From an optimization exercise on the open Yosys and OpenROAD flow, aimed at small area and a short achievable clock period; shortcuts taken in it are not production practice.
No activity file was given, so power comes from the tool's default toggle rates.

raven:
==> module capped_adder, before the edit <==
module capped_adder #(parameter RV1 = 0) (f, kl, kp, km, q1, nk, a1, a2, a3, a4, reset, hi, mid, lo, pos, neg);
	input [39:0] f;
	input [15:0] kl;
	input [12:0] kp;
	input [13:0] km;
	input q1, nk, a1, a2, a3, a4;    
	input reset;
	output [9:0] hi;
	output [1:0] mid;
	output [27:0] lo;
	output pos, neg;
	wire [29:0] k;
	assign k[15:0] = ({16{q1}} & kl) | ({16{nk}} & ~kl);
	assign k[29:16] = ({14{a1}} & {1'b0, kp}) | ({14{a4}} & ~{1'b0, kp})
	                | ({14{a2}} & km) | ({14{a3}} & ~km);
	wire [29:0] t;
	wire c30;
	pfx_add #(.W(30), .L(5), .CI_LATE(0)) add(.a(f[29:0]), .b(k), .ci(nk), .s(t), .co(c30));
	assign lo = t[27:0];
	wire [9:0] fh = f[39:30];
	wire [10:0] ci1, bo0;
	assign ci1[0] = 1'b1;
	assign bo0[0] = 1'b1;
	genvar j;
	generate
		for (j = 0; j < 10; j = j + 1) begin : hb
			assign ci1[j+1] = ci1[j] & fh[j];
			assign bo0[j+1] = bo0[j] & ~fh[j];
		end
	endgenerate
	wire up_ok = ~k[29] & ci1[9] & ~fh[9];    
	wire dn_ok = k[29] & bo0[9] & fh[9];      
	wire [9:0] rv = RV1 ? 10'h1ff : 10'h000;
	wire [9:0] h1 = reset ? rv : up_ok ? 10'h1ff : k[29] ? fh : fh ^ ci1[9:0];
	wire [9:0] h0 = reset ? rv : dn_ok ? 10'h200 : k[29] ? fh ^ bo0[9:0] : fh;
	assign hi = ({10{c30}} & h1) | ({10{~c30}} & h0);
	assign mid = (t[29:28] | {2{pos}}) & ~{2{neg}};
	generate
		if (RV1) begin : rv1
			assign pos = (c30 & up_ok) | reset;
			assign neg = ~c30 & dn_ok & ~reset;
		end else begin : rv0
			assign pos = (c30 & up_ok) | reset;
			assign neg = (~c30 & dn_ok) | reset;
		end
	endgenerate
endmodule
==> module bitShifter, before the edit <==
module bitShifter(clk, chg, prev, kl, kp, km, outdivider, outdivider_nx);
input clk;
input chg;                   
input [39:0] prev;           
output reg [15:0] kl;
output reg [12:0] kp;
output reg [13:0] km;
output reg [3:0] outdivider;
output [3:0] outdivider_nx;
reg [39:0] internal_reg;
reg [3:0] countshift;
reg enable, inreg;
wire finished = |internal_reg[39:28];
wire [11:0] x = internal_reg[27:16];
wire [12:0] xc, xb;
assign xc[0] = 1'b1;
assign xb[0] = 1'b1;
genvar j;
generate
    for (j = 0; j < 12; j = j + 1) begin : kpm
        assign xc[j+1] = xc[j] & x[j];
        assign xb[j+1] = xb[j] & ~x[j];
    end
endgenerate
wire [12:0] kp_nx = {xc[12], x ^ xc[11:0]};
wire [13:0] km_nx = {xb[12], xb[12], x ^ xb[11:0]};
assign outdivider_nx = finished ? outdivider : countshift;
always @(posedge clk) begin
    if (chg) begin
        enable <= 1'b1;
        inreg <= 1'b1;
        countshift <= 4'd0;
    end else if (enable) begin
        inreg <= 1'b0;
        if (!inreg && finished)
            countshift <= countshift + 4'd1;
    end
    if (inreg)
        internal_reg <= prev;
    else if (finished)
        internal_reg <= internal_reg >> 1;
    if (!finished) begin
        kl <= internal_reg[15:0];
        kp <= kp_nx;
        km <= km_nx;
        outdivider <= countshift;
    end
end
endmodule
Settings: LEC_CHECK=0, ABC_AREA=1, CAP_MARGIN=20, CORE_MARGIN=2, CORE_UTILIZATION=40, CTS_CLUSTER_DIAMETER=120, CTS_CLUSTER_SIZE=24, SLEW_MARGIN=20, TNS_END_PERCENT=5; clock period 10.0 ns.
standard.sh (not shown) runs the stock make flow with config.mk's settings and CLKGATE_MAP_FILE= SYNTH_SCRIPT=/design/flow/synth_recipe.tcl, a recipe that flattens the netlist after the stock synthesis.
==> flow/flow/run.sh <==
#!/bin/bash
set -euo pipefail
bash standard.sh SETUP_SLACK_MARGIN=7.0 finish > flow_standard.log 2>&1
--- input diff raven..umber ---
diff --git a/flow/design.v b/flow/design.v
--- a/flow/design.v
+++ b/flow/design.v
@@ -119,22 +119,22 @@
 	pfx_add #(.W(30), .L(5), .CI_LATE(0)) add(.a(f[29:0]), .b(k), .ci(nk), .s(t), .co(c30));
 	assign lo = t[27:0];
 	wire [9:0] fh = f[39:30];
 	wire [10:0] ci1, bo0;
-	assign ci1[0] = 1'b1;
-	assign bo0[0] = 1'b1;
+	assign ci1[0] = ~k[29];
+	assign bo0[0] = k[29];
 	genvar j;
 	generate
 		for (j = 0; j < 10; j = j + 1) begin : hb
 			assign ci1[j+1] = ci1[j] & fh[j];
 			assign bo0[j+1] = bo0[j] & ~fh[j];
 		end
 	endgenerate
-	wire up_ok = ~k[29] & ci1[9] & ~fh[9];    
-	wire dn_ok = k[29] & bo0[9] & fh[9];      
+	wire up_ok = ci1[9] & ~fh[9];    
+	wire dn_ok = bo0[9] & fh[9];     
 	wire [9:0] rv = RV1 ? 10'h1ff : 10'h000;
-	wire [9:0] h1 = reset ? rv : up_ok ? 10'h1ff : k[29] ? fh : fh ^ ci1[9:0];
-	wire [9:0] h0 = reset ? rv : dn_ok ? 10'h200 : k[29] ? fh ^ bo0[9:0] : fh;
+	wire [9:0] h1 = reset ? rv : up_ok ? 10'h1ff : fh ^ ci1[9:0];
+	wire [9:0] h0 = reset ? rv : dn_ok ? 10'h200 : fh ^ bo0[9:0];
 	assign hi = ({10{c30}} & h1) | ({10{~c30}} & h0);
 	assign mid = (t[29:28] | {2{pos}}) & ~{2{neg}};
 	generate
 		if (RV1) begin : rv1
@@ -331,21 +331,8 @@
 reg [39:0] internal_reg;
 reg [3:0] countshift;
 reg enable, inreg;
 wire finished = |internal_reg[39:28];
-wire [11:0] x = internal_reg[27:16];
-wire [12:0] xc, xb;
-assign xc[0] = 1'b1;
-assign xb[0] = 1'b1;
-genvar j;
-generate
-    for (j = 0; j < 12; j = j + 1) begin : kpm
-        assign xc[j+1] = xc[j] & x[j];
-        assign xb[j+1] = xb[j] & ~x[j];
-    end
-endgenerate
-wire [12:0] kp_nx = {xc[12], x ^ xc[11:0]};
-wire [13:0] km_nx = {xb[12], xb[12], x ^ xb[11:0]};
 assign outdivider_nx = finished ? outdivider : countshift;
 always @(posedge clk) begin
     if (chg) begin
         enable <= 1'b1;
@@ -361,10 +348,10 @@
     else if (finished)
         internal_reg <= internal_reg >> 1;
     if (!finished) begin
         kl <= internal_reg[15:0];
-        kp <= kp_nx;
-        km <= km_nx;
+        kp <= {1'b0, internal_reg[27:16]} + 13'd1;
+        km <= {2'b00, internal_reg[27:16]} - 14'd1;
         outdivider <= countshift;
     end
 end
 endmodule
[summary]
Changes observed in umber relative to raven: clock period minus final worst setup slack climbed 0.0065 ns; layout overhead on the synthesized area picked up an extra 2.9 points; via count of the routed design fell by 395; ratio of final minimum period to clock period neither gained nor lost much; switching part of the total power shows a reduction of 0.45 points. Core utilization of the finished layout: umber and raven compared, lower one is raven. The critical path startpoint comes out resetPort in one run and sigma_delta_twopiece.piece_1.mid[1] in the other, namely in umber and raven respectively. The higher worst path arrival time of umber and raven is in umber. Summary of umber over raven: die area lost 770 µm², worst-case headroom to the max-slew limit moved up.
Function was not checked in any run of this note: the RTL went through the layout flow alone.

## re-timing with driven ports
How much do the figures lean on ideal ports? The routed layouts below were timed once more, with nothing changed but the port constraints. Step 1 assumes that a clkbuf_16 drives the clock port and a buf_2 every other input. Step 2 also shifts input and output timing later by t, the mid clock arrival at the registers, as if the neighbouring blocks saw the same clock. Three values: ideal ports, drivers, drivers and shift; two values: the first two.
run	t (ns)	slack for setup (ns)	worst hold slack (ns)	worst data-port slew with drivers (ns)	cell pins on the clock port's net
raven	0.589	6.931 / 6.892 / 6.409	0.330 / 0.330 / 0.330	0.03	1
umber	0.584	6.924 / 6.930 / 6.370	0.330 / 0.330 / 0.330	0.03	1
After both steps every run listed still meets setup and hold. The setup slack of umber, which loses most, moves by +0.006 ns with the drivers and by -0.554 ns with both steps.
